Source: an optimization exercise on an open RTL-to-GDS flow (aim: small area). Production flows keep margins and buffers that such runs may drop.
In this exercise RTL edits were held to simulation tests only and were not proved equivalent to the original.
No activity file was given, so power comes from the tool's default toggle rates.

==> flow/design.v <==
module counter(
    input  wire clk,
    input  wire rst,
    output wire tick
    );
    reg [17:0] s;
    assign tick = (s == 18'h1add0);
    always @(posedge clk or posedge rst)
        if (rst)
            s <= 18'h3931c;
        else
            s <= {s[16:0], ~^(s & 18'h20400)} ^ ({18{tick}} & 18'h800);
endmodule
module button_debounce(
    input  wire clk,
    input  wire rst,
    input  wire button,
    output reg  valid
    );
    reg [2:0]  shift_reg;
    reg [19:0] counter;
    reg        count_flag;
    wire pos_edge_button = ~shift_reg[2] & shift_reg[1] & shift_reg[0];
    wire counter_end = (counter == 20'hc3af5);
    always @(posedge clk or posedge rst)
        if (rst)
            counter <= 0;
        else if (pos_edge_button | counter_end)
            counter <= 0;
        else
            counter <= {counter[18:0], ~^(counter & 20'h90000)};
    always @(posedge clk or posedge rst)
        if (rst)
            count_flag <= 1'b0;
        else if (pos_edge_button)
            count_flag <= 1'b0;
        else if (counter_end & shift_reg[0])
            count_flag <= 1'b1;
    always @(posedge clk or posedge rst)
        if (rst)
            shift_reg <= 3'b000;
        else
            shift_reg <= {shift_reg[1:0], button};
    always @(posedge clk or posedge rst)
        if (rst)
            valid <= 1'b0;
        else
            valid <= counter_end & shift_reg[0] & ~count_flag;
endmodule
module uart_recv(
    input  wire       clk,
    input  wire       rst,
    input  wire       din,
    output reg        valid,
    output reg  [7:0] data
    );
    reg [3:0]  phase;
    reg [13:0] counter;
    wire idle   = phase[3] & phase[1] & phase[0];       
    wire last   = phase[3] & ~phase[1] & phase[0];      
    wire tail   = phase[3] & phase[1] & ~phase[0];      
    wire sample = (counter == 14'haa2);
    wire done   = (counter == 14'h69b);
    always @(posedge clk)
        if (idle)
            counter <= 14'hd37;
        else
            counter <= {counter[12:0], ~^(counter & 14'h2015)} ^ ({14{sample}} & 14'h8);
    always @(posedge clk)
        if (sample & ~last)
            data <= {din, data[7:1]};
    always @(posedge clk or posedge rst)
        if (rst)
            phase <= 4'd11;
        else if (idle)
            phase <= din ? 4'd11 : 4'd0;
        else if (sample | (tail & done))
            phase <= phase + 4'd1;
    always @(posedge clk or posedge rst)
        if (rst)
            valid <= 1'b0;
        else
            valid <= sample & last;
endmodule
module uart_send(
    input  wire       clk,
    input  wire       rst,
    input  wire       valid,
    input  wire [7:0] data,
    output wire       dout
    );
    reg [9:0]  sh;
    reg [13:0] cnt;
    wire bit_end = (cnt == 14'haa2);
    always @(posedge clk)
        if (valid)
            cnt <= 14'haa2;
        else
            cnt <= {cnt[12:0], ~^(cnt & 14'h2015)} ^ ({14{bit_end}} & 14'h8);
    always @(posedge clk or posedge rst)
        if (rst)
            sh <= 10'h3ff;
        else if (valid)
            sh <= {data, 1'b0, sh[0]};
        else if (bit_end)
            sh <= {1'b1, sh[9:1]};
    assign dout = sh[0];
endmodule
module led_display(
    input  wire       clk,
    input  wire       rst,
    input  wire       valid,
    input  wire [7:0] data,
    output wire [7:0] led_en,
    output wire [7:0] led_cx
    );
    wire hi3 = ~data[7] & ~data[6] &  data[5] &  data[4];
    wire hi4 = ~data[7] &  data[6] & ~data[5] & ~data[4];
    wire is_hex = hi3 & (~data[3] | (~data[2] & ~data[1]))
                | hi4 & ~data[3] & (data[2] | data[1] | data[0]) & ~(data[2] & data[1] & data[0]);
    wire [4:0] code = {5{is_hex}} & {data[4], ~data[3:0]};
    reg [4:0] b0, b1, b2, b3, b4, b5, b6, b7;
    always @(posedge clk or posedge rst)
        if (rst) begin
            b0 <= 5'd0; b1 <= 5'd0; b2 <= 5'd0; b3 <= 5'd0;
            b4 <= 5'd0; b5 <= 5'd0; b6 <= 5'd0; b7 <= 5'd0;
        end else if (valid) begin
            b7 <= b6; b6 <= b5; b5 <= b4; b4 <= b3;
            b3 <= b2; b2 <= b1; b1 <= b0; b0 <= code;
        end
    wire tick;
    counter u_counter(.clk(clk), .rst(rst), .tick(tick));
    reg [2:0] sel;
    reg [4:0] c;
    always @(posedge clk or posedge rst)
        if (rst) begin
            sel <= 3'd7;
            c   <= 5'd0;
        end else if (tick) begin
            sel <= sel - 3'd1;
            case (sel)
                3'd0: c <= b0;
                3'd1: c <= b1;
                3'd2: c <= b2;
                3'd3: c <= b3;
                3'd4: c <= b4;
                3'd5: c <= b5;
                3'd6: c <= b6;
                default: c <= b7;
            endcase
        end
    assign led_en[0] = ~(sel == 3'd7);
    assign led_en[1] = ~(sel == 3'd0);
    assign led_en[2] = ~(sel == 3'd1);
    assign led_en[3] = ~(sel == 3'd2);
    assign led_en[4] = ~(sel == 3'd3);
    assign led_en[5] = ~(sel == 3'd4);
    assign led_en[6] = ~(sel == 3'd5);
    assign led_en[7] = ~(sel == 3'd6);
    assign led_cx[7] = (c[0] & c[1] & ~c[2]) | (~c[1] & ~c[3]) | (~c[1] & c[2] & ~c[4]) | (~c[0] & c[1] & c[2] & c[3] & c[4]);
    assign led_cx[6] = (c[0] & ~c[1] & ~c[2]) | (~c[0] & c[1] & ~c[2]) | (~c[1] & ~c[4]);
    assign led_cx[5] = ~((c[0] & c[1]) | (c[1] & c[2]) | (~c[0] & c[4]) | (~c[2] & c[4]) | (c[0] & c[2] & ~c[4]));
    assign led_cx[4] = (~c[0] & ~c[1] & ~c[2]) | (~c[0] & c[1] & c[2] & c[3]) | (~c[1] & ~c[2] & ~c[4]) | (c[0] & c[1] & ~c[2] & c[4]);
    assign led_cx[3] = ~((c[0] & ~c[1]) | (c[0] & c[2]) | (c[3] & ~c[4]));
    assign led_cx[2] = (~c[0] & ~c[1]) | (c[0] & c[1] & ~c[4]) | (~c[1] & c[2] & c[4]) | (~c[0] & c[2] & c[3] & c[4]);
    assign led_cx[1] = (~c[0] & ~c[1] & ~c[2]) | (c[1] & c[2] & c[3] & c[4]);
    assign led_cx[0] = 1'b1;
endmodule
module top(
    input  wire       clk,
    input  wire       rst,
    input  wire       button,
    input  wire       uart_rx,
    input  wire [7:0] data_in,
    output wire       uart_tx,
    output wire [7:0] led_cx,
    output wire [7:0] led_en
    );
    wire [7:0] data;
    wire valid_send;
    wire valid_recv;
    uart_recv u_uart_recv(.clk(clk), .rst(rst), .din(uart_rx), .valid(valid_recv), .data(data));
    button_debounce u_button_debounce(.clk(clk), .rst(rst), .button(button), .valid(valid_send));
    uart_send u_uart_send(.clk(clk), .rst(rst), .valid(valid_send), .data(data_in), .dout(uart_tx));
    led_display u_led_display(.clk(clk), .rst(rst), .valid(valid_recv), .data(data),
                              .led_en(led_en), .led_cx(led_cx));
endmodule
==> flow/run.sh <==
#!/bin/bash
# synth_recipe.tcl (not shown) runs the flow's synth.tcl, then flattens the netlist and writes it again
# the make line also repeats each setting of config.mk as NAME=value (left out here)
make -C /OpenROAD-flow-scripts/flow DESIGN_CONFIG=/design/flow/config.mk WORK_HOME=/design/flow/orfs CLKGATE_MAP_FILE= SYNTH_SCRIPT=/design/flow/synth_recipe.tcl finish
==> flow/config.mk <==
export PLATFORM = sky130hd
export DESIGN_NAME = top
export DESIGN_NICKNAME = top
export VERILOG_FILES = /design/flow/design.v
export SDC_FILE = /design/flow/constraint.sdc
export NUM_CORES = 4
export LEC_CHECK = 0
export CAP_MARGIN = 20
export CORE_MARGIN = 2
export CORE_UTILIZATION = 60
export CTS_BUF_LIST = sky130_fd_sc_hd__clkbuf_8
export CTS_CLUSTER_DIAMETER = 200
export CTS_CLUSTER_SIZE = 40
export SLEW_MARGIN = 20
==> flow/constraint.sdc <==
create_clock -name core_clock -period 10.0 [get_ports {clk}]
set_input_delay 2.0000 -clock core_clock [delete_from_list [all_inputs] [get_ports {clk}]]
set_output_delay 2.0000 -clock core_clock [all_outputs]
set_load 0.01 [all_outputs]
==> results of run 1 <==
cells by family after synthesis:
logic type,Yosys count,share of synthesized area
flops,142,0.618
simple gates,132,0.146
compound gates,73,0.0970
mux,41,0.0815
buf+inv,41,0.0280
xor+xnor,10,0.0155
fa+ha+maj,6,0.0133
other cells,1,0.000665
synthesized netlist by cell type, types with 3 or more instances:
| cell type | number | share of area |
|---|---|---|
| a221oi_1 | 4 | 0.0062 |
| dfxtp_1 | 28 | 0.099 |
| a222oi_1 | 4 | 0.0071 |
| nand2_1 | 23 | 0.015 |
| a21o_1 | 7 | 0.0093 |
| nand3_1 | 3 | 0.0027 |
| dfrtp_1 | 81 | 0.36 |
| mux2_1 | 3 | 0.0060 |
| and2_1 | 26 | 0.029 |
| a21oi_1 | 10 | 0.0089 |
| inv_1 | 21 | 0.014 |
| xnor2_1 | 8 | 0.012 |
| ha_1 | 6 | 0.013 |
| o22ai_1 | 5 | 0.0056 |
| o221ai_1 | 3 | 0.0047 |
| a211oi_1 | 3 | 0.0040 |
| nor4bb_1 | 3 | 0.0053 |
| a22o_1 | 12 | 0.019 |
| o21ai_0 | 8 | 0.0071 |
| mux2_2 | 36 | 0.072 |
| nor3_1 | 3 | 0.0027 |
| dfstp_2 | 25 | 0.12 |
| clkbuf_1 | 17 | 0.011 |
| nor2_1 | 10 | 0.0067 |
| nand2b_1 | 14 | 0.016 |
| nand4_1 | 7 | 0.0078 |
| or2_2 | 7 | 0.0078 |
| edfxtp_1 | 8 | 0.043 |
| nor2b_1 | 12 | 0.013 |
layout make-up:
cell class | instances | area [um2]
fill | 719 | 2850
inverter | 21 | 81.3
sequential | 142 | 3480
clock buffer | 17 | 234
timing repair buffer | 29 | 285
multi-input combinational | 263 | 1990
clock inverter | 15 | 133
tap | 111 | 139
path summary, 6_finish.rpt:
path                                                    from                            to  cells past startpoint
worst min-delay path            u_led_display.u_counter.s[3]  u_led_display.u_counter.s[4]                      0
worst max-delay path                    u_led_display.sel[0]                     led_en[1]                      4
max in group asynchronous                                rst           u_led_display.b3[3]                      3
min in group asynchronous                                rst            u_led_display.c[2]                      2
worst max register to register          u_led_display.sel[0]            u_led_display.c[2]                      6
worst min register to register  u_led_display.u_counter.s[3]  u_led_display.u_counter.s[4]                      0
per-stage QoR:
step           total power [uW]  cell area, um2
2_1_floorplan               727            5640
3_3_place_gp                748            5980
3_5_place_dp                752            5980
4_1_cts                    1170            6350
5_1_grt                    1210            6350
6_report                   1160            6350
worst max-delay path, delay by kind of cell (launching register included):
| family | cells | cell delay (ps) |
|---|---|---|
| simple gates | 1 | 140 |
| fa+ha+maj | 1 | 380 |
| buf+inv | 2 | 630 |
| flops | 1 | 580 |
layer usage:
| layer | track usage | part of all wire | vias up |
|---|---|---|---|
| li1 | - | - | 1641 |
| met1 | 0.297 | 0.48 | 1715 |
| met2 | 0.314 | 0.47 | 65 |
| met3 | 0.0638 | 0.040 | 11 |
| met4 | 0.0717 | 0.010 | 0 |
| met5 | 0 | 0 | - |
power by group through the flow:
stage	logic [uW]	clock network [uW]	registers (uW)
3_5_place_dp	82.9	0	670
4_1_cts	83.7	429	659
2_1_floorplan	67.1	0	660
6_report	81.8	417	658
5_1_grt	93.0	454	666
3_3_place_gp	80.1	0	668
==> results.yml, run 1 <==
outcome:
  status: "timing/DRC/antenna clean"
cts:
  clk_pin_slew_worst_paths_ps: 80
  htree_levels: 4
  clk_path_buf_depth: 2
  clk_latency_ps: 440
  cts.sinks: 142
  post_cts_resized: 0
  cts_tree: "built"
  hold_buffers: 0
  cts_buffers: 17
  cts_setup_buffers: 0
  root_buffer: "clkbuf_8"
synthesis:
  syn_avg_cell_area_um2: 12.6
  ys_ff_latch: 142
  synth_edf_count: 8
  synth_seq_area_share: 0.618
  syn_nets: 464
  synthArstFlopShare: 0.746
  syn_inst: 446
  syn_area_um2: 5640
  ys_warn_count: 5
  ys.flop_type: "dfrtp_1"
  yosysUniqueCellTypes: 64
sta:
  skew_ps: 11.6
  worstMarginPinSlew_ps: 943
  holdWs_ps: 358
  tns_ps: 0
  period_share: 0.415
  slew_headroom: 0.372
  fmax_mhz: 241
  drv_slew: 0
  fin_ws_ps: 5850
  hold_violations: 0
  post-route-min-period_ps: 4150
  rsz0062_at_grt: "no"
  setup_violations: 0
place:
  portBuffers: 27
  gp_congestion: 0.828
  dp_cells: 566
  place_hpwl_mm: 6.18
  post-place-ws_ps: 6300
final_layout:
  drive_gt1_frac: 0.226
  largest-register: "u_button_debounce.counter"
  top_regs: "u_button_debounce.counter x20, u_led_display.u_counter.s x18"
  final_common_cell: "dfrtp_1"
  area_growth_pct: 12.7
  finalNonFillerCells: 598
  final_core_util: 0.690
  largest_reg_flops: 20
  antenna_cells: 0
  nets: 492
  final_cell_mix: "dfrtp_1, mux2_2, dfxtp_1"
pwr:
  seq_power_share: 0.569
  power_frac_clock: 0.360
  ir_drop_uv: 133
  intPower_uw: 854
  combPwrFrac: 0.071
  p_leak_uw: 0.00272
  switching_power_uw: 303
  switching_share: 0.262
  cellPowerDensity_nw_per_um2: 182
setup_path:
  worstPathArrival_ps: 2150
  required_ps: 8000
  crit_type: "reg2out"
  critPathMaxFanout: 13
  startpoint_type: "flop"
  critical_path.slowest_cell: "dfstp_2"
  cp-end-kind: "primary output"
  max_stage_delay_ps: 580
  r2r_setup_slack_ps: 7790
  path_cells: "inv_1 > ha_1 > nand2b_1 > clkdlybuf4s50_1"
floorplan:
  die_h_um: 101
  fp.dieArea_um2: 10200
  io_pins: 29
  die_w_um: 101
  coreArea_um2: 9200
  start_util: 0.613
  rows: 35
flow_run:
  maxCapViolations: 0
detailed_routing:
  wl_mm: 9.52
  num_vias: 3432
  viasPerCell: 5.74
  post-route-drc-count: 0
  ant_nets: 0
  wl_per_cell_um: 15.9
  drt_iter0_drc: 127
  dr.pass1.iters: 5
grt:
  grt.total_usage: 0.210
  grt_pass1_vias: 3368
  antenna_found_initial: 0
  gr-total-overflow: 0
  grt_max_degree: 80
  grt_pass1_wl_mm: 16.4
hold_path:
  min_path_type: "reg2reg"
==> run 2, diff against run 1 <==
==> flow/config.mk (replaced) <==
export PLATFORM = sky130hd
export DESIGN_NAME = top
export DESIGN_NICKNAME = top
export VERILOG_FILES = /design/flow/design.v
export SDC_FILE = /design/flow/constraint.sdc
export NUM_CORES = 4
export LEC_CHECK = 0
export CAP_MARGIN = 20
export CORE_MARGIN = 2
export CORE_UTILIZATION = 40
export SLEW_MARGIN = 20
==> run 2 against run 1 <==
Against the previous run: still clean on timing, DRC and antenna; final cell count rose by 12%; non-clock buffer count unchanged; critical path depth stayed put; die area up 48%; sequential share of layout area fell by 2.4 points; global-route usage down 6.5 points; highest routed layer unchanged.
==> results.yml, run 2 <==
detailed_routing:
  drt_iter0_drc: 241
  ant_nets: 0
  viasPerCell: 5.10
  post-route-drc-count: 0
  wl_met3_um: 376
  wl_per_cell_um: 14.5
  num_vias: 3400
  routed-wl-met2_mm: 4.12
  wl_mm: 9.64
  top_layer: "met4"
  drt-met1-wl_mm: 5.01
  dr.pass1.iters: 4
setup_path:
  startpoint_type: "flop"
  max_stage_delay_ps: 520
  cp-end-kind: "primary output"
  path_depth: 4
  crit_family: "buffers and inverters"
  ff2ff_path_depth: 6
  worstPathArrival_ps: 2120
  required_ps: 8000
  path_cells: "nand2_1 > nor3b_1 > o22a_1 > clkdlybuf4s50_1"
  crit_type: "reg2out"
  critical_path.slowest_cell: "clkdlybuf4s50_1"
  critPathMaxFanout: 9
  crit_buf_inv: 1
floorplan:
  start_util: 0.408
  die_h_um: 123
  rows: 43
  coreArea_um2: 13800
  io_pins: 29
  fp.dieArea_um2: 15100
  die_w_um: 123
synthesis:
  synth_top_cell_by_area: "dfrtp_1"
  synth_fa_ha_area_frac: 0.0133
  ys.flop_type: "dfrtp_1"
  syn_avg_cell_area_um2: 12.6
  syn_nets: 464
  yosysUniqueCellTypes: 64
  synthArstFlopShare: 0.746
  synth_edf_count: 8
  syn_area_um2: 5640
  yosys.area_share.xor_xnor: 0.0155
  synth.area.mux_share: 0.0815
  yosys-top-cells-count: "dfrtp_1, mux2_2, dfxtp_1"
  synth_top_family_by_area: "simple AND/OR/NAND/NOR gates"
  ys_warn_count: 5
  synth.top_cell.area_share: 0.360
  ys_ff_latch: 142
  synth_seq_area_share: 0.618
  synth_area_leaders: "dfrtp_1, dfstp_2, dfxtp_1"
  synth_compound_area_frac: 0.0970
  synth-simple-area-share: 0.146
  syn_inst: 446
  yosys.cell_count.top_type: "dfrtp_1"
pwr:
  switching_share: 0.242
  power_frac_clock: 0.446
  total_power_uw: 1340
  seq_power_share: 0.494
  p_leak_uw: 0.00282
  ir_drop_uv: 130
  combPwrFrac: 0.060
  switching_power_uw: 323
  cellPowerDensity_nw_per_um2: 201
  intPower_uw: 1010
cts:
  clk_pin_slew_worst_paths_ps: 60
  post_cts_resized: 0
  cts_buffers: 17
  clk_latency_ps: 420
  cts_setup_buffers: 0
  clk_path_buf_depth: 2
  cts.sinks: 142
  htree_levels: 4
  cts_tree: "built"
  root_buffer: "clkbuf_16"
  hold_buffers: 0
final_layout:
  final_common_cell: "dfrtp_1"
  area_growth_pct: 17.9
  final_cell_mix: "dfrtp_1, mux2_2, dfxtp_1"
  nets: 492
  drive_gt1_frac: 0.226
  antenna_cells: 0
  top_regs: "u_button_debounce.counter x20, u_led_display.u_counter.s x18"
  n_fill_cell: 1189
  largest-register: "u_button_debounce.counter"
  largest_reg_flops: 20
hold_path:
  min_path_type: "reg2reg"
  holdPathStages: 0
sta:
  worstMarginPinSlew_ps: 804
  post-route-min-period_ps: 4120
  period_share: 0.412
  hold_violations: 0
  setup_violations: 0
  rsz0062_at_grt: "no"
  drv_slew: 0
  skew_ps: 7.60
  slew_headroom: 0.457
  fmax_mhz: 243
  tns_ps: 0
flow_run:
  maxCapViolations: 0
grt:
  antenna_found_initial: 0
  grt_pass1_wl_mm: 16.9
  grt_max_degree: 65
  grt.total_usage: 0.146
  grt_pass1_vias: 3335
  gr-total-overflow: 0
outcome:
  status: "timing/DRC/antenna clean"
place:
  gp_congestion: 0.740
  place_hpwl_mm: 6.26
  portBuffers: 27
[run 2: cell counts after synthesis]
Identical to the previous run, type by type.
[run 2: final timing paths]
check | startpoint | slack (ps) | to
worst max-delay path | u_led_display.c[2] | 5880 | led_cx[7]
worst min register to register | u_led_display.u_counter.s[15] | 360 | u_led_display.u_counter.s[16]
max in group asynchronous | rst | 6850 | u_led_display.b2[3]
worst min-delay path | u_led_display.u_counter.s[15] | 360 | u_led_display.u_counter.s[16]
worst max register to register | u_led_display.sel[0] | 7800 | u_led_display.c[4]
min in group asynchronous | rst | 1970 | u_led_display.u_counter.s[7]
[run 2: final cells by class]
| type | count | area (um2) | area share |
|---|---|---|---|
| clock inverter | 14 | 123 | 0.0185 |
| inverter | 21 | 81.3 | 0.0122 |
| multi-input combinational | 263 | 1990 | 0.300 |
| clock buffer | 18 | 450 | 0.0678 |
| tap | 180 | 225 | 0.0339 |
| sequential | 142 | 3480 | 0.525 |
| timing repair buffer | 29 | 285 | 0.0429 |
[run 2: cells by family (layout without fill, tap and decap cells)]
family,count (synthesis),in the layout
flops,142,142
simple gates,132,132
compound gates,73,73
mux,41,41
buf+inv,41,82
xor+xnor,10,10
fa+ha+maj,6,6
other cells,1,1
[run 2: power by group through the flow]
stage                     registers (uW)  logic (uW)  clock network, uW
after floorplan                      660        67.1                  0
after global placement               669        79.0                  0
after detailed placement             671        81.3                  0
after CTS                            661        82.8                615
after global routing                 668        96.1                640
final                                661        80.9                597
[run 2: metrics by stage]
| step | hold slack (ps) | std cells | setup slack (ps) | util | cell area [um2] |
|---|---|---|---|---|---|
| final | 364 | 667 | 5880 | 0.480 | 6640 |
| after global routing | 366 | 667 | 5700 | 0.480 | 6640 |
| after CTS | 365 | 667 | 5860 | 0.480 | 6640 |
| after detailed placement | 356 | 635 | 6310 | 0.439 | 6070 |
| after global placement | 355 | 635 | 6370 | 0.439 | 6070 |
| after floorplan | 347 | 446 | 5250 | - | 5640 |
[run 2: per-layer routing]
layer / vias to the layer above / global-route usage
met5: - / 0
met4: 0 / 0.0625
met3: 12 / 0.0488
met2: 56 / 0.196
met1: 1681 / 0.213
li1: 1651 / -
==> run 3, diff against run 2 <==
==> flow/flow/run.sh (new file) <==
#!/bin/bash
# Standard ORFS layout with smaller port buffers and a clock tree without dummy loads.
set -euo pipefail
bash standard.sh \
  BUFFER_PORTS_ARGS="-buffer_cell sky130_fd_sc_hd__buf_1" \
  CTS_ARGS="-sink_clustering_enable -repair_clock_nets -dont_use_dummy_load -buf_list sky130_fd_sc_hd__clkbuf_16 -sink_clustering_size 40 -sink_clustering_max_diameter 150" \
  finish > flow.log 2>&1
==> flow/standard.sh (new file) <==
#!/bin/bash
# synth_recipe.tcl (not shown) runs the flow's synth.tcl, then flattens the netlist and writes it again
# the make line also repeats each setting of config.mk as NAME=value (left out here)
make -C /OpenROAD-flow-scripts/flow DESIGN_CONFIG=/design/flow/config.mk WORK_HOME=/design/flow/orfs CLKGATE_MAP_FILE= SYNTH_SCRIPT=/design/flow/synth_recipe.tcl "${@:-finish}"
removed: flow/run.sh
==> run 3 against run 2 <==
Against the previous run: worst hold slack better by 1.9 ps; sequential power barely moved; area after synthesis unchanged; worst setup slack better by 400 ps; sequential share of layout area grew 2.6 points; clock skew increased by 4.7 ps; clock-buffer cell count shrank 1.
==> results.yml, run 3 <==
outcome:
  status: "timing/DRC/antenna clean"
detailed_routing:
  num_vias: 3356
  drt_iter0_drc: 149
  dr.pass1.iters: 4
  wl_mm: 9.47
  ant_nets: 0
  viasPerCell: 5.15
  wl_per_cell_um: 14.5
  post-route-drc-count: 0
place:
  portBuffers: 27
  gp_congestion: 0.702
  dp_cells: 635
  place_hpwl_mm: 6.30
synthesis:
  synth_edf_count: 8
  yosys.cell_count.top_type: "dfrtp_1"
  synth_area_leaders: "dfrtp_1, dfstp_2, dfxtp_1"
  ys_ff_latch: 142
  syn_nets: 464
  ys.flop_type: "dfrtp_1"
  yosys-top-cells-count: "dfrtp_1, mux2_2, dfxtp_1"
  syn_inst: 446
  synth_seq_area_share: 0.618
  yosysUniqueCellTypes: 64
  syn_avg_cell_area_um2: 12.6
  ys_warn_count: 5
  syn_area_um2: 5640
  synth.top_cell.area_share: 0.360
  synth_top_cell_by_area: "dfrtp_1"
  synthArstFlopShare: 0.746
grt:
  grt.total_usage: 0.141
  antenna_found_initial: 0
  gr-total-overflow: 0
  grt_max_degree: 83
  grt_pass1_vias: 3274
  grt_pass1_wl_mm: 16.3
sta:
  tns_ps: 0
  rsz0062_at_grt: "no"
  slew_headroom: 0.348
  setup_violations: 0
  drv_slew: 0
  post-route-min-period_ps: 3720
  skew_ps: 12.3
  fmax_mhz: 269
  worstMarginPinSlew_ps: 978
  hold_violations: 0
  period_share: 0.372
final_layout:
  drive_gt1_frac: 0.201
  final_cell_mix: "dfrtp_1, mux2_2, dfxtp_1"
  largest_reg_flops: 20
  n_fill_cell: 1221
  final_common_cell: "dfrtp_1"
  finalNonFillerCells: 652
  final_core_util: 0.458
  top_regs: "u_button_debounce.counter x20, u_led_display.u_counter.s x18"
  nets: 492
  regArea_um2: 3480
  antenna_cells: 0
  largest-register: "u_button_debounce.counter"
  multi_input_area_um2: 1990
  area_growth_pct: 12.3
pwr:
  intPower_uw: 966
  ir_drop_uv: 134
  seq_power_share: 0.539
  switching_power_uw: 262
  combPwrFrac: 0.065
  power_frac_clock: 0.396
  cellPowerDensity_nw_per_um2: 194
  switching_share: 0.213
  p_leak_uw: 0.00267
floorplan:
  fp.dieArea_um2: 15100
  start_util: 0.408
  coreArea_um2: 13800
  io_pins: 29
  rows: 43
  die_h_um: 123
  die_w_um: 123
cts:
  cts_tree: "built"
  post_cts_resized: 0
  clk_latency_ps: 410
  hold_buffers: 0
  htree_levels: 4
  clk_pin_slew_worst_paths_ps: 50
  cts_setup_buffers: 0
  cts.sinks: 142
  root_buffer: "clkbuf_16"
  clk_path_buf_depth: 2
  cts_buffers: 17
setup_path:
  cp-end-kind: "primary output"
  crit_type: "reg2out"
  startpoint_type: "flop"
  critPathMaxFanout: 9
  worstPathArrival_ps: 1720
  required_ps: 8000
hold_path:
  min_path_type: "reg2reg"
flow_run:
  maxCapViolations: 0
run 3: power groups by stage:
stage | clock [uW] | combinational (uW) | sequential, uW
5_1_grt | 530 | 91.2 | 668
4_1_cts | 503 | 81.7 | 662
3_5_place_dp | 0 | 81.7 | 670
3_3_place_gp | 0 | 77.0 | 669
6_report | 487 | 79.5 | 662
2_1_floorplan | 0 | 67.1 | 660
run 3: final cells by class:
type                            instances  area share
Sequential cell                       142       0.551
Timing Repair Buffer                   29      0.0184
Clock buffer                           17      0.0672
Tap cell                              180      0.0356
Inverter                               21      0.0129
Multi-Input combinational cell        263       0.315
run 3: worst max-delay path, cell delays in order (launching register included):
cell	delay, ps
dfrtp_1	480
nand2_1	150
nor3b_1	330
o22a_1	210
buf_1	150
run 3: per-layer routing:
metal | GRT usage | vias up | wire length, um
met3 | 0.0451 | 12 | 338
met2 | 0.193 | 45 | 4130
li1 | - | 1629 | -
met1 | 0.201 | 1670 | 4850
met5 | 0 | - | 0
met4 | 0.0668 | 0 | 145
run 3: kinds of logic after synthesis:
logic type,after synthesis,share of synthesized area
other,1,0.000665
flip-flops,142,0.618
AND/OR/NAND/NOR,132,0.146
multiplexers,41,0.0815
AO/OA/AOI/OAI,73,0.0970
adder cells (fa/ha/maj),6,0.0133
XOR/XNOR,10,0.0155
buffers and inverters,41,0.0280
run 3: final timing paths:
check                                              start                       endpoint  slack (ps)  cells past startpoint
max in group asynchronous                            rst            u_led_display.b1[0]        7190                      3
min reg2reg                u_led_display.u_counter.s[15]  u_led_display.u_counter.s[16]         370                      0
max                                   u_led_display.c[2]                      led_cx[7]        6280                      4
min                        u_led_display.u_counter.s[15]  u_led_display.u_counter.s[16]         370                      0
min in group asynchronous                            rst             u_led_display.c[4]        1550                      2
max reg2reg                      u_uart_recv.counter[13]            u_uart_recv.data[2]        7780                      4
run 3: per-stage QoR:
stage / total power (uW) / setup slack (ps) / hold slack, ps / instance area, um2
after global placement: 746 / 6700 / 354 / 5900
after floorplan: 727 / 5250 / 347 / 5640
final: 1230 / 6280 / 366 / 6330
after CTS: 1250 / 6290 / 367 / 6330
after global routing: 1290 / 6130 / 373 / 6330
after detailed placement: 752 / 6660 / 359 / 5900
==> run 4, diff against run 3 <==
==> flow/flow/run.sh (replaced) <==
#!/bin/bash
# Standard ORFS layout with smaller port buffers and a clock tree without dummy loads.
set -euo pipefail
bash standard.sh \
  BUFFER_PORTS_ARGS="-buffer_cell sky130_fd_sc_hd__buf_1" \
  CTS_ARGS="-sink_clustering_enable -repair_clock_nets -dont_use_dummy_load -buf_list sky130_fd_sc_hd__clkbuf_8" \
  finish > flow.log 2>&1
==> run 4 against run 3 <==
Against the previous run: non-clock buffer count stayed put; critical endpoint unchanged; register-to-register slack hardly changed; die area stayed put; highest routed layer unchanged; combinational power hardly changed; still clean; largest power group unchanged; sequential cell count stayed put; critical path type unchanged; via count is 0.45% lower; cell area is 3.0% lower.
==> results.yml, run 4 <==
outcome:
  status: "timing/DRC/antenna clean"
synthesis:
  ys.flop_type: "dfrtp_1"
  ys_warn_count: 5
  synth_area_leaders: "dfrtp_1, dfstp_2, dfxtp_1"
  yosys.cell_count.top_type: "dfrtp_1"
  synth.top_cell.area_share: 0.360
  syn_inst: 446
  syn_area_um2: 5640
  synthArstFlopShare: 0.746
  syn_nets: 464
  syn_avg_cell_area_um2: 12.6
  ys_ff_latch: 142
  yosys-top-cells-count: "dfrtp_1, mux2_2, dfxtp_1"
  synth_edf_count: 8
  yosysUniqueCellTypes: 64
  synth_top_cell_by_area: "dfrtp_1"
  synth_seq_area_share: 0.618
floorplan:
  io_pins: 29
  fp.dieArea_um2: 15100
  die_w_um: 123
  start_util: 0.408
  die_h_um: 123
  coreArea_um2: 13800
  rows: 43
sta:
  worstMarginPinSlew_ps: 973
  slew_headroom: 0.351
  drv_slew: 0
  holdWs_ps: 368
  rsz0062_at_grt: "no"
  fin_ws_ps: 6280
  post-route-min-period_ps: 3720
  period_share: 0.372
  fmax_mhz: 269
  hold_violations: 0
  skew_ps: 16.4
  setup_violations: 0
  tns_ps: 0
hold_path:
  holdPathStages: 0
  worstHoldStart: "u_led_display.u_counter.s[15]"
  min_to: "u_led_display.u_counter.s[16]"
  min_path_type: "reg2reg"
cts:
  clk_latency_ps: 420
  post_cts_resized: 0
  htree_levels: 4
  clk_pin_slew_worst_paths_ps: 60
  clk_path_buf_depth: 2
  cts_setup_buffers: 0
  hold_buffers: 0
  cts_buffers: 17
  cts_tree: "built"
  cts.sinks: 142
  root_buffer: "clkbuf_8"
final_layout:
  largest_reg_flops: 20
  drive_gt1_frac: 0.201
  final_cell_mix: "dfrtp_1, mux2_2, dfxtp_1"
  antenna_cells: 0
  final_core_util: 0.444
  largest-register: "u_button_debounce.counter"
  top_regs: "u_button_debounce.counter x20, u_led_display.u_counter.s x18"
  finalNonFillerCells: 652
  final_common_cell: "dfrtp_1"
  nets: 492
  area_growth_pct: 8.86
pwr:
  cellPowerDensity_nw_per_um2: 173
  ir_drop_uv: 94.7
  p_leak_uw: 0.00258
detailed_routing:
  wl_mm: 9.26
  drt_iter0_drc: 185
  wl_per_cell_um: 14.2
  dr.pass1.iters: 4
  num_vias: 3341
  post-route-drc-count: 0
  ant_nets: 0
  viasPerCell: 5.12
place:
  portBuffers: 27
  dp_cells: 635
  gp_congestion: 0.702
  place_hpwl_mm: 6.30
  post-place-ws_ps: 6660
setup_path:
  r2r_setup_slack_ps: 7790
  crit_type: "reg2out"
  critPathMaxFanout: 9
  reg2reg_to: "u_uart_recv.data[2]"
  r2r-start: "u_uart_recv.counter[8]"
  ff2ff_path_depth: 4
  worstPathArrival_ps: 1720
  startpoint_type: "flop"
  cp-end-kind: "primary output"
  required_ps: 8000
grt:
  antenna_found_initial: 0
  grt_max_degree: 83
  grt_pass1_wl_mm: 15.9
  gr-total-overflow: 0
  grt_pass1_vias: 3265
  grt.total_usage: 0.137
flow_run:
  maxCapViolations: 0
## run 4: cell counts after synthesis
No cell type changed its count.
## run 4: area by class of cell
| type | instances | area, um2 |
|---|---|---|
| Tap cell | 180 | 225 |
| Inverter | 21 | 81.3 |
| Multi-Input combinational cell | 263 | 1990 |
| Fill cell | 1245 | 7690 |
| Clock buffer | 17 | 234 |
| Sequential cell | 142 | 3480 |
| Timing Repair Buffer | 29 | 116 |
## run 4: worst max-delay path: stages, from the launching register on
cell and delay, ps:
dfrtp_1 480, nand2_1 150, nor3b_1 330, o22a_1 200, buf_1 150
## run 4: how the worst max path moves through the flow
stage,cells past startpoint,slack [ps],startpoint,to
after floorplan,1,5250,rst,u_button_debounce.count_flag
after global placement,3,6700,rst,u_button_debounce.counter[11]
after detailed placement,3,6660,rst,u_uart_recv.phase[2]
after CTS,4,6260,u_led_display.c[2],led_cx[7]
after global routing,5,6110,u_led_display.c[4],led_cx[2]
final,4,6280,u_led_display.c[4],led_cx[7]
## run 4: logic make-up (layout without fill, tap and decap cells)
family	after synthesis	in the layout	synth area share
XOR/XNOR	10	10	0.0155
AND/OR/NAND/NOR	132	132	0.146
flip-flops	142	142	0.618
adder cells (fa/ha/maj)	6	6	0.0133
multiplexers	41	41	0.0815
other	1	1	0.000665
AO/OA/AOI/OAI	73	73	0.0970
buffers and inverters	41	67	0.0280
## run 4: power breakdown
part / total, uW / internal (uW) / switching [uW]
clock: 321 / 150 / 172
sequential: 660 / 628 / 32.1
combinational: 79.3 / 43.4 / 35.9
total: 1060 / 821 / 240
## run 4: layer usage
layer  up-vias  routed length [um]  part of all wire  global-route usage
met1      1653                4770              0.51               0.197
met4         0                 205             0.022              0.0690
met3        15                 285             0.031              0.0353
li1       1625                   -                 -                   -
met5         -                   0                 0                   0
met2        48                4010              0.43               0.190
## run 4: per-stage QoR
step	power (uW)	area, um2
6_report	1060	6130
5_1_grt	1120	6130
3_5_place_dp	752	5900
2_1_floorplan	727	5640
3_3_place_gp	746	5900
4_1_cts	1080	6130

## what the ideal ports hide
Ports are ideal in the flow. The routed layouts listed here were re-timed in OpenROAD.
Step 1 assumes that a clkbuf_16 drives the clock port and a buf_2 every other input.
Step 2 times the ports against the registers' clock, not the clock port: input delays grow and output delays shrink by t, the midpoint of the rising clock arrivals with the driver on.
Three values: ideal, step 1, step 2; two values: the first two.
run | t (ns) | slack for setup (ns) | worst setup path at the end | pins driven straight from the clock port
run 1 | 0.464 | 5.847 / 5.813 / 6.276 | register to output | 1
run 2 | 0.457 | 5.881 / 5.838 / 6.295 | register to output | 1
run 3 | 0.447 | 6.279 / 6.236 / 6.683 | register to output | 1
run 4 | 0.451 | 6.278 / 6.242 / 6.693 | register to output | 1
After both steps setup and hold are still met in every run listed.
